Context: an optimization exercise on an open-source flow, tuned for small area. The choices shown serve that exercise and are no tape-out recipe.
No run shown here included a check of the RTL's function; only the layout flow was run.
No activity file was given, so power comes from the tool's default toggle rates.

==> design/flow/design.v <==
module breakout(
    input  logic clk,
    input  logic right,
    input  logic left,
    input  logic reset,
    output logic [2:0] red,
    output logic [2:0] green,
    output logic [2:0] blue,
    output logic hsync,
    output logic vsync
    );
function automatic logic geq(input logic [9:0] x, input logic [9:0] k);
  geq = 1'b1;
  for (int i = 0; i < 10; i++) geq = k[i] ? (x[i] & geq) : (x[i] | geq);
endfunction
function automatic logic leq(input logic [9:0] x, input logic [9:0] k);
  leq = !geq(x, k + 10'd1);
endfunction
logic [9:0] hc, vc;
wire hend = hc[9] & hc[8] & (&hc[4:0]);         
wire vend = vc[9] & vc[3];                      
always_ff @(posedge clk)
  if (reset) begin
    hc <= 0; vc <= 0;
  end else if (hend) begin
    hc <= 0;
    vc <= vend ? 10'd0 : vc + 10'd1;
  end else
    hc <= hc + 10'd1;
assign hsync = (|hc[9:7]) | (hc[6] & hc[5]);    
assign vsync = |vc[9:1];                        
wire ax = !(hc[9] & (hc[8] | hc[7]));            
wire ay = !(vc[9] | (&vc[8:5]));                 
wire area = ax & ay;
wire top    = ax & !geq(vc, 10'd11);
wire bottom = ax & (vc[9:2] == 8'b01110111);     
wire lft    = ay & (hc[9:2] == 8'd0);            
wire rgt    = ay & (hc[9:2] == 8'b10011111) & (hc[1] | hc[0]);   
wire border = lft | rgt | top;
wire h0     = (hc == 10'd0);
wire eof    = h0 & (vc == 10'd480);
logic [8:0] padp;
logic [9:0] nbx;       
logic [8:0] ballY;
logic xdir, ydir, xb, yb;
logic [5:0] mt;
logic [99:0] q;
logic cur;         
logic hitflag;     
logic filling;     
logic wide, fast;  
always_ff @(posedge clk)
  if (reset) padp <= 9'd280;
  else if (right) padp <= padp + 9'd3;
  else if (left) padp <= padp - 9'd3;
logic [10:0] pd;
logic pc;
wire [10:0] pa = {1'b0, hc};
wire [10:0] pb = {2'b11, ~padp};
always_comb begin
  pc = 1'b1;
  for (int i = 0; i < 11; i++) begin
    pd[i] = pa[i] ^ pb[i] ^ pc;
    pc = (pa[i] & pb[i]) | (pa[i] & pc) | (pb[i] & pc);
  end
end
wire pge4 = !pd[10] & (|pd[9:2]);
wire ple  = pd[10] | (wide ? !geq(pd[9:0], 10'd121) : !geq(pd[9:0], 10'd85));
wire paddle = (vc[9:3] == 7'b0110111) & pge4 & ple;
wire xplus = xdir ^ xb;
wire yplus = ydir ^ yb;
wire [9:0] delta = xplus ? (fast ? 10'h3FB : 10'h3FD) : (fast ? 10'd5 : 10'd3);
wire [9:0] xop = eof ? delta : hc;
logic [10:0] xs;
logic xc;
always_comb begin
  xc = !eof;
  for (int i = 0; i < 10; i++) begin
    xs[i] = xop[i] ^ nbx[i] ^ xc;
    xc = (xop[i] & nbx[i]) | (xop[i] & xc) | (nbx[i] & xc);
  end
  xs[10] = xc;
end
wire bx0 = &nbx;                                   
wire xwin = h0 ? bx0 : (xs[10] & (xs[9:3] == 7'd0) & !(xs[2] & xs[1]));
logic [10:0] yd;
logic yc;
wire [10:0] ya = {1'b0, vc};
wire [10:0] yb_ = {2'b11, ~ballY};
always_comb begin
  yc = 1'b1;
  for (int i = 0; i < 11; i++) begin
    yd[i] = ya[i] ^ yb_[i] ^ yc;
    yc = (ya[i] & yb_[i]) | (ya[i] & yc) | (yb_[i] & yc);
  end
end
wire ywin = !yd[10] & (yd[9:3] == 7'd0) & !(yd[2] & yd[1]);
wire ball = xwin & ywin;
logic [7:0] row;
logic incol, c5, c6;
always_comb begin
  for (int r = 0; r < 8; r++) row[r] = geq(vc, 30 + 30*r) && leq(vc, 50 + 30*r);
  incol = 1'b0;
  for (int c = 0; c < 12; c++)
    incol = incol | (geq(hc, 13 + 52*c) && leq(hc, 55 + 52*c));
  c5 = geq(hc, 273) && leq(hc, 315);
  c6 = geq(hc, 325) && leq(hc, 367);
end
wire inrow = |row;
wire inbrick = inrow & incol;
wire hit = ball & inbrick;
wire tap = (row[0] & q[0])  | (row[1] & q[1])  | (row[2] & q[2])  | (row[3] & q[3]) |
           (row[4] & q[24]) | (row[5] & q[25]) | (row[6] & q[26]) | (row[7] & q[27]);
wire wb = hitflag & !incol;    
wire bpix = cur & !hitflag & inbrick;
wire bR = bpix & (row[0] | row[1] | row[6] | row[7]);
wire bB = bpix & (row[2] | row[3]);
wire bG = bpix & !row[0] & !row[1] & !(row[2] & (c5 | c6));
logic [99:0] qn;
always_comb begin
  qn = {q[0] | filling, q[99:1]};
  qn[55] = q[56] & !(wb & row[0]);
  qn[56] = q[57] & !(wb & row[1]);
  qn[57] = q[58] & !(wb & row[2]);
  qn[58] = q[59] & !(wb & row[3]);
  qn[79] = q[80] & !(wb & row[4]);
  qn[80] = q[81] & !(wb & row[5]);
  qn[81] = q[82] & !(wb & row[6]);
  qn[82] = q[83] & !(wb & row[7]);
end
always_ff @(posedge clk) begin
  filling <= reset | (filling & !hend);
  hitflag <= hit | (hitflag & incol);
  q <= qn;
  if (!incol) cur <= tap;
  wide <= !filling & (wide | (hit & row[2] & c5));
  fast <= !filling & (fast | (hit & row[2] & c6));
end
wire missed = area & (mt != 0);
wire common = missed | border | paddle | ball;
wire ri = common | bR;
wire gi = common | bG;
wire bi = common | bB;
assign red = {3{ri}};
assign green = {3{gi}};
assign blue = {3{bi}};
wire zero = bx0 & (ballY == 0);
wire [8:0] ystep = fast ? 9'd5 : 9'd3;
always_ff @(posedge clk)
  if (reset) begin
    nbx <= 10'h3FF; ballY <= 0;
  end else if (eof) begin
    if (zero) begin
      nbx <= ~10'd25; ballY <= 9'd280;
    end else begin
      nbx <= xs[9:0];
      ballY <= yplus ? ballY + ystep : ballY - ystep;
    end
  end
always_ff @(posedge clk)
  if (reset) begin
    xb <= 0; yb <= 0; mt <= 0; xdir <= 1; ydir <= 1;
  end else if (!eof) begin
    if (ball & (lft | rgt)) xb <= 1;
    if (ball & (top | bottom | (paddle & ydir))) yb <= 1;
    if (ball & bottom) mt <= 6'd60;
  end else if (zero) begin
    xdir <= 1; ydir <= 1; xb <= 0; yb <= 0;
  end else begin
    if (xb) xdir <= ~xdir;
    if (yb) ydir <= ~ydir;
    xb <= 0; yb <= 0;
    if (mt != 0) mt <= mt - 6'd1;
  end
endmodule
==> design/flow/run.sh <==
#!/bin/bash
# synth_recipe.tcl (not shown) runs the flow's synth.tcl, then flattens the netlist and writes it again
# the make line also repeats each setting of config.mk as NAME=value (left out here)
make -C /OpenROAD-flow-scripts/flow DESIGN_CONFIG=/design/flow/config.mk WORK_HOME=/design/flow/orfs CLKGATE_MAP_FILE= SYNTH_SCRIPT=/design/flow/synth_recipe.tcl finish
==> design/flow/config.mk <==
export PLATFORM = sky130hd
export DESIGN_NAME = breakout
export DESIGN_NICKNAME = breakout
export VERILOG_FILES = /design/flow/design.v
export SDC_FILE = /design/flow/constraint.sdc
export NUM_CORES = 4
export LEC_CHECK = 0
export CAP_MARGIN = 20
export CORE_MARGIN = 2
export CORE_UTILIZATION = 40
export SLEW_MARGIN = 20
==> design/flow/constraint.sdc <==
create_clock -name core_clock -period 8.0 [get_ports {clk}]
set_input_delay 1.6000 -clock core_clock [delete_from_list [all_inputs] [get_ports {clk}]]
set_output_delay 1.6000 -clock core_clock [all_outputs]
set_load 0.01 [all_outputs]
==> results of run 1 <==
==> worst max path at each step <==
stage               startpoint       end  slack (ns)  cells after the start
finish                   vc[0]    red[2]        0.13                     28
global route             vc[0]    red[2]       -0.06                     28
CTS                      vc[0]    red[2]       -0.05                     27
detailed placement       vc[0]    red[2]       -0.18                     26
global placement         vc[0]  green[0]       0.005                     26
floorplan                vc[1]  green[0]        0.34                     27
==> through the flow <==
stage	area, µm²	utilization	hold slack, ns
after global routing	8258	0.4774	0.3333
after floorplan	7067	-	0.3096
final	8258	0.4774	0.3182
after detailed placement	7551	0.4366	0.3121
after global placement	7551	0.4366	0.3101
after CTS	8182	0.4730	0.3207
==> flip-flops by register name, summed over array words and instances (netlist names) <==
name / cells
hitflag: 1
padp: 9
fast: 1
vc: 10
xdir: 1
yb: 1
ydir: 1
cur: 1
mt: 6
nbx: 10
ballY: 9
xb: 1
filling: 1
wide: 1
hc: 10
q: 100
==> power groups by stage <==
| stage | logic [mW] | registers (mW) | clock network (mW) |
|---|---|---|---|
| after CTS | 0.150 | 0.836 | 0.827 |
| after floorplan | 0.114 | 0.852 | 0 |
| after global placement | 0.142 | 0.855 | 0 |
| final | 0.151 | 0.836 | 0.804 |
| after detailed placement | 0.148 | 0.855 | 0 |
| after global routing | 0.173 | 0.838 | 0.856 |
==> timing repair <==
item,CTS,global route
setup endpoints to repair,9,9
gates cloned,0,0
buffers inserted,4,4
gates resized for setup,56,14
pin swaps,3,5
==> critical path: cells and delay by family, from the launching register on <==
family                     cells  cell delay [ns]
DFF                            1             0.32
muxes                          1             0.20
AOI/OAI and AO/OA              3             0.69
and+or+nand+nor                6             1.28
adders and majority gates     10             2.67
buffers and inverters          8             0.70
==> cell usage in the layout, fill, tap and decap left out, drive strengths merged, types with 7 or more instances in the layout <==
master and n:
nor3 19, nand4 15, o21a 8, nand3 15, buf 48, fa 27
nor4 7, nand2b 7, clkinv 7, nand2 42, xnor2 25, a21boi 9
nor2 69, xor2 7, a21oi 35, and3 9, o21ai 42, clkbuf 18
ha 25, dfxtp 162, nor2b 11, inv 61, a211oi 8
==> kinds of logic after synthesis <==
family / count (synthesis)
AND/OR/NAND/NOR: 228
flip-flops: 163
AO/OA/AOI/OAI: 155
buffers and inverters: 85
adder cells (fa/ha/maj): 52
XOR/XNOR: 32
multiplexers: 2
==> routing by layer <==
metal  routed length (µm)  GRT usage  part of all wire
met3                  609    0.04259             0.038
met5                    0          0                 0
met1                 7341     0.2395              0.46
met2                 7759     0.2911              0.49
met4                  250    0.06357             0.016
==> cell type report <==
type                       instances  area (µm²)  area share
multi-input combinational        469        3490      0.4226
sequential                       163        3276      0.3967
clock buffer                      18       439.2     0.05318
timing repair buffer              53       404.1     0.04894
tap                              225       281.5     0.03409
inverter                          55       206.4     0.02500
clock inverter                    14       161.4     0.01955
==> impl_metrics.py, run 1 <==
metrics = {
    "worst_setup_path": {
        "startpoint_type": "register",
        "r2r_end": "mt[0]",
        "cp_slowest_cell": "fa_1",
        "r2r_slack_ns": 1.71,
        "arrival_ns": 6.27,
        "end_kind": "output port",
        "reg2reg_depth": 28,
        "worstPathMaxFanout": 9,
        "reg2reg_from": "vc[0]",
        "cp_slowest_stage_delay_ns": 0.55,
        "cp_common_cell": "fa_2",
        "crit_type": "reg2out",
        "required_ns": 6.40,
    },
    "flow_run": {
        "cap_viol_max_count": 0,
    },
    "power": {
        "p_int_mw": 1.319,
        "p_sw_frac": 0.2634,
        "p_total_mw": 1.790,
        "p_clk_frac": 0.449,
        "seqPwrFrac": 0.467,
        "netSwitchingPower_mw": 0.4715,
        "p_leak_nw": 3.245,
        "vdd_drop_max_uv": 148.6,
        "combPwrFrac": 0.084,
        "power-per-cell-area_mw_per_mm2": 216.8,
    },
    "placement": {
        "hpwl_um": 11330,
        "portBuffers": 14,
        "place_congestion": 0.9085,
        "place_ws_ns": -0.1762,
        "placed_cells": 957,
    },
    "routing": {
        "drc_errors": 0,
        "drtAntennaViolNets": 0,
        "wire_per_inst_um": 16.01,
        "firstDrtPassIters": 5,
        "drt-total-wl_um": 15960,
        "vias": 5340,
        "vias_per_cell": 5.356,
        "drt_iter0_drc": 398,
    },
    "logic_synthesis": {
        "synth_largest_area_cell": "dfxtp_1",
        "synth_seq_area_share": 0.4632,
        "synthArstFlopShare": 0,
        "synth_top_family_by_area": "simple AND/OR/NAND/NOR gates",
        "synth_flop_cell": "dfxtp_1",
        "synth_compound_area_frac": 0.1455,
        "syn_area_mm2": 0.007067,
        "yosys.area_share.simple": 0.1748,
        "synth_xor_area_frac": 0.03966,
        "synth_mux_area_frac": 0.002833,
        "syn-instance-count": 717,
        "synthAdderAreaFrac": 0.1208,
        "synth-edff-count": 1,
        "yosysMostFrequentCell": "dfxtp_1",
        "ys_ff_latch": 163,
        "ys_types": 78,
        "syn_nets": 773,
        "synth.top_cell.area_share": 0.4589,
        "ys_top_cells_by_count": "162 x dfxtp_1, 66 x nor2_1, 55 x inv_1, 41 x nand2_1, 38 x o21ai_0",
        "synthTopCellsByArea": "dfxtp_1 46%, fa_1 7.6%, ha_1 4.4%",
        "synth-warning-count": 1,
        "avgSynthCellArea_um2": 9.856,
    },
    "cts": {
        "cts-root-buf": "clkbuf_16",
        "cts_buffers": 17,
        "h-tree-depth": 4,
        "cts_tree": "yes",
        "cts_sinks": 163,
        "postCtsHoldBufs": 0,
        "clock_path_buffers": 2,
        "path_clk_slew_ns": 0.07,
        "insertion_delay_ns": 0.43,
    },
    "timing": {
        "relSlewSlack": 0.3402,
        "slew_violations": 0,
        "post-route-min-period_ns": 7.865,
        "setup_viol": 0,
        "fmax_ghz": 0.1271,
        "fin_setup_tns_ns": 0,
        "finalHoldViolations": 0,
        "layout_setup_ws_ns": 0.1346,
        "clock_skew_ns": 0.01037,
        "finalCritPeriodShare": 0.9832,
        "rsz0062_at_grt": "yes",
        "worst-slew-pin-transition_ns": 0.9826,
    },
    "cells_and_area": {
        "area.growth.synth_to_final_pct": 16.86,
        "fillerInstances": 1615,
        "drive_gt1_frac": 0.1606,
        "n_antenna_cell": 0,
        "fin_cells": 997,
        "fin_nets": 815,
    },
    "floorplanning": {
        "die-area_mm2": 0.01875,
        "die_h_um": 136.9,
        "core_area_mm2": 0.01730,
        "initial_core_util": 0.4086,
        "rows": 48,
        "fp.dieW_um": 136.9,
        "io_pins": 15,
    },
    "grt": {
        "grt_max_degree": 30,
        "overflow": 0,
        "antenna_found_initial": 0,
        "grt_pass1_vias": 5354,
        "grt_pass1_wl_um": 26490,
        "grt_use_total": 0.1812,
    },
    "run_status": {
        "outcome": "finished clean",
    },
    "worst_hold_path": {
        "min_path_cells": 0,
        "hold_class": "reg2reg",
        "worstHoldEndpoint": "q[16]",
        "hold_start": "q[17]",
    },
}
==> inputs of run 2 (changes only) <==
--- a/design/flow/design.v
+++ b/design/flow/design.v
@@ -44,11 +44,11 @@
 logic [8:0] ballY;
 logic xdir, ydir, xb, yb;
 logic [5:0] mt;
-logic [99:0] q;
-logic cur;         
+logic [95:0] q;
 logic hitflag;     
 logic filling;     
-logic wide, fast;  
+wire wide = !q[35];    
+wire fast = !q[43];    
 always_ff @(posedge clk)
   if (reset) padp <= 9'd280;
   else if (right) padp <= padp + 9'd3;
@@ -97,44 +97,32 @@
 wire ywin = !yd[10] & (yd[9:3] == 7'd0) & !(yd[2] & yd[1]);
 wire ball = xwin & ywin;
 logic [7:0] row;
-logic incol, c5, c6;
+logic incol, tickw, c56;
 always_comb begin
   for (int r = 0; r < 8; r++) row[r] = geq(vc, 30 + 30*r) && leq(vc, 50 + 30*r);
   incol = 1'b0;
-  for (int c = 0; c < 12; c++)
+  tickw = 1'b0;
+  for (int c = 0; c < 12; c++) begin
     incol = incol | (geq(hc, 13 + 52*c) && leq(hc, 55 + 52*c));
-  c5 = geq(hc, 273) && leq(hc, 315);
-  c6 = geq(hc, 325) && leq(hc, 367);
+    tickw = tickw | (geq(hc, 57 + 52*c) && leq(hc, 64 + 52*c));
+  end
+  c56 = (geq(hc, 273) && leq(hc, 315)) || (geq(hc, 325) && leq(hc, 367));
 end
 wire inrow = |row;
+wire adv = h0 & ((vc == 10'd51) | (vc == 10'd81) | (vc == 10'd111) | (vc == 10'd141) |
+                 (vc == 10'd171) | (vc == 10'd201) | (vc == 10'd231));
+wire adj = (vc == 10'd0) & !geq(hc, 10'd89);
+wire tick = filling | (inrow & tickw) | adv | adj;
 wire inbrick = inrow & incol;
 wire hit = ball & inbrick;
-wire tap = (row[0] & q[0])  | (row[1] & q[1])  | (row[2] & q[2])  | (row[3] & q[3]) |
-           (row[4] & q[24]) | (row[5] & q[25]) | (row[6] & q[26]) | (row[7] & q[27]);
-wire wb = hitflag & !incol;    
-wire bpix = cur & !hitflag & inbrick;
+wire bpix = q[0] & !hitflag & inbrick;
 wire bR = bpix & (row[0] | row[1] | row[6] | row[7]);
 wire bB = bpix & (row[2] | row[3]);
-wire bG = bpix & !row[0] & !row[1] & !(row[2] & (c5 | c6));
-logic [99:0] qn;
-always_comb begin
-  qn = {q[0] | filling, q[99:1]};
-  qn[55] = q[56] & !(wb & row[0]);
-  qn[56] = q[57] & !(wb & row[1]);
-  qn[57] = q[58] & !(wb & row[2]);
-  qn[58] = q[59] & !(wb & row[3]);
-  qn[79] = q[80] & !(wb & row[4]);
-  qn[80] = q[81] & !(wb & row[5]);
-  qn[81] = q[82] & !(wb & row[6]);
-  qn[82] = q[83] & !(wb & row[7]);
-end
+wire bG = bpix & !row[0] & !row[1] & !(row[2] & c56);
 always_ff @(posedge clk) begin
   filling <= reset | (filling & !hend);
-  hitflag <= hit | (hitflag & incol);
-  q <= qn;
-  if (!incol) cur <= tap;
-  wide <= !filling & (wide | (hit & row[2] & c5));
-  fast <= !filling & (fast | (hit & row[2] & c6));
+  hitflag <= hit | (hitflag & !tick);
+  if (tick) q <= {filling | (q[0] & !hitflag), q[95:1]};
 end
 wire missed = area & (mt != 0);
 wire common = missed | border | paddle | ball;
==> run 2 against run 1 <==
Effect of this change:
- highest routed layer unchanged
- power is 1.9% higher
- critical endpoint is now blue[0]
- cell area grew 13%
- clock-buffer cell count decreased by 1
==> impl_metrics.py, run 2 <==
metrics = {
    "run_status": {
        "outcome": "finished clean",
    },
    "worst_setup_path": {
        "path_delay_family": "adder cells",
        "required_ns": 6.40,
        "crit_buf_inv": 6,
        "cp_num_cells": 25,
        "arrival_ns": 6.21,
        "crit_type": "reg2out",
        "startpoint_type": "register",
        "cp_slowest_stage_delay_ns": 0.44,
        "worstPathMaxFanout": 3,
        "end_kind": "output port",
        "cp_common_cell": "fa_2",
        "reg2reg_depth": 26,
        "cp_slowest_cell": "or4_4",
    },
    "logic_synthesis": {
        "synth_largest_area_cell": "edfxtp_1",
        "ys_ff_latch": 156,
        "synth_seq_area_share": 0.4998,
        "synth-warning-count": 1,
        "synthTopCellsByArea": "edfxtp_1 35%, dfxtp_1 15%, fa_1 6.6%",
        "avgSynthCellArea_um2": 10.70,
        "syn_area_mm2": 0.008172,
        "ys_top_cells_by_count": "96 x edfxtp_1, 63 x nor2_1, 60 x dfxtp_1, 52 x nand2_1, 48 x inv_1",
        "ys_types": 78,
        "synth_flop_cell": "edfxtp_1",
        "syn_nets": 821,
        "synth-edff-count": 96,
        "yosysMostFrequentCell": "edfxtp_1",
        "synth.top_cell.area_share": 0.3528,
        "synthArstFlopShare": 0,
        "syn-instance-count": 764,
    },
    "power": {
        "power-per-cell-area_mw_per_mm2": 195.9,
        "vdd_drop_max_uv": 130.1,
        "p_leak_nw": 3.391,
    },
    "timing": {
        "slew_violations": 0,
        "fin_setup_tns_ns": 0,
        "finalCritPeriodShare": 0.9756,
        "layout_setup_ws_ns": 0.1950,
        "relSlewSlack": 0.3815,
        "clock_skew_ns": 0.008329,
        "post-route-min-period_ns": 7.805,
        "fmax_ghz": 0.1281,
        "worst-slew-pin-transition_ns": 0.9243,
        "finalHoldViolations": 0,
        "setup_viol": 0,
        "rsz0062_at_grt": "yes",
    },
    "floorplanning": {
        "rows": 52,
        "io_pins": 15,
        "core_area_mm2": 0.02017,
        "die_h_um": 146.9,
        "die-area_mm2": 0.02159,
        "initial_core_util": 0.4051,
        "fp.dieW_um": 146.9,
    },
    "routing": {
        "vias_per_cell": 5.608,
        "drt-total-wl_um": 18700,
        "drc_errors": 0,
        "drt_iter0_drc": 491,
        "firstDrtPassIters": 5,
        "drtAntennaViolNets": 0,
        "vias": 5956,
        "wire_per_inst_um": 17.61,
    },
    "cells_and_area": {
        "final_cell_mix": "96 x edfxtp_1, 63 x nor2_1, 59 x dfxtp_1, 51 x nand2_1, 44 x inv_1",
        "top_register": "q",
        "largest_reg_flops": 96,
        "layout_commonest_cell": "edfxtp_1",
        "area.growth.synth_to_final_pct": 13.95,
        "n_antenna_cell": 0,
        "drive_gt1_frac": 0.1427,
        "fin_nets": 836,
    },
    "placement": {
        "hpwl_um": 12820,
        "portBuffers": 14,
        "place_congestion": 0.8980,
        "place_ws_ns": -0.1330,
    },
    "cts": {
        "clock_path_buffers": 2,
        "insertion_delay_ns": 0.42,
        "cts_tree": "yes",
        "path_clk_slew_ns": 0.07,
        "cts-root-buf": "clkbuf_16",
        "cts_sinks": 156,
        "cts_buffers": 17,
        "h-tree-depth": 4,
    },
    "worst_hold_path": {
        "min_path_cells": 0,
        "hold_class": "reg2reg",
    },
    "grt": {
        "antenna_found_initial": 0,
        "overflow": 0,
        "grt_pass1_vias": 5973,
        "grt_use_total": 0.1780,
        "grt_max_degree": 55,
        "grt_pass1_wl_um": 30770,
    },
    "flow_run": {
        "cap_viol_max_count": 0,
    },
}
-- run 2: changes by cell type after synthesis, sizes merged, moves of 7 or more --
cell / previous run / this run
edfxtp: 1 / 96
clkbuf: 12 / 24
nand2: 42 / 53
dfxtp: 162 / 60
nor4: 7 / 17
nand2b: 7 / 14
a31oi: 0 / 7
-- run 2: metal layers --
metal  track usage  share of wire  vias to the layer above
met3       0.04534          0.044                       32
met1        0.2395           0.46                     2942
met2        0.2815           0.47                      158
li1              -              -                     2824
met5             0              0                        -
met4       0.06202          0.020                        0
-- run 2: cell type report --
| class | instances | area (µm²) |
|---|---|---|
| fillers | 1875 | 10860 |
| well taps | 270 | 337.8 |
| clock inverters | 15 | 173.9 |
| clock buffers | 17 | 425.4 |
| inverters | 51 | 191.4 |
| multi-input cells | 509 | 3770 |
| repair buffers | 44 | 327.8 |
| flip-flops and latches | 156 | 4085 |
-- run 2: power breakdown --
group          switching, mW  leakage, nW  internal (mW)  total (mW)
Sequential            0.0149         1.46          0.855       0.870
Combinational         0.0900         1.64         0.0719       0.162
Clock                  0.372        0.290          0.420       0.793
-- run 2: worst paths after layout --
check | start | endpoint | slack (ns)
setup / recovery | vc[0] | blue[0] | 0.19
hold / removal | q[20] | q[19] | 0.42
setup reg to reg | vc[0] | mt[1] | 1.68
hold reg to reg | q[20] | q[19] | 0.42
-- run 2: per-stage QoR --
stage	util	instance area [µm²]	power (mW)	hold slack, ns	cells
after floorplan	-	8172	1.006	0.4003	764
after global placement	0.4276	8625	1.038	0.4078	1027
after detailed placement	0.4276	8625	1.045	0.4045	1027
after CTS	0.4557	9191	1.845	0.4167	1059
after global routing	0.4617	9311	1.902	0.4237	1062
final	0.4617	9311	1.825	0.4150	1062
-- run 2: kinds of logic after synthesis --
family	Yosys count	synth area share
multiplexers	2	0.002450
AND/OR/NAND/NOR	255	0.1681
adder cells (fa/ha/maj)	53	0.1060
AO/OA/AOI/OAI	168	0.1389
buffers and inverters	99	0.05160
flip-flops	156	0.4998
XOR/XNOR	31	0.03323
-- run 2: timing repair --
item,CTS,global route
setup endpoints to repair,9,9
hold buffers,0,0
pin swaps,1,4
resized for setup,45,25
setup buffers,0,3

-- separate check: timing with driven ports --
Ports are ideal in the flow. The routed layouts listed here were re-timed in OpenROAD. Step 1 (the two cells are an assumption about what drives the block):
set clk [get_ports {clk}]
set_driving_cell -lib_cell sky130_fd_sc_hd__clkbuf_16 $clk
set_driving_cell -lib_cell sky130_fd_sc_hd__buf_2 [delete_from_list [all_inputs] $clk]
Step 2, shift: input delay + t, output delay - t, t = (earliest + latest rising clock arrival at the registers) / 2. This alone moves slack from input paths to output paths. Slacks: ideal ports / drivers / drivers and shift; pairs: ideal ports / drivers.
| run | t (ns) | setup slack, ns | hold slack, ns | worst setup path at the end | clock arrival spread, ns |
|---|---|---|---|---|---|
| run 1 | 0.462 | 0.135 / 0.094 / 0.555 | 0.318 / 0.318 / 0.318 | register to output | 0.015 / 0.015 |
| run 2 | 0.461 | 0.195 / 0.154 / 0.615 | 0.415 / 0.415 / 0.415 | register to output | 0.009 / 0.009 |
After both steps every run listed still meets setup and hold.
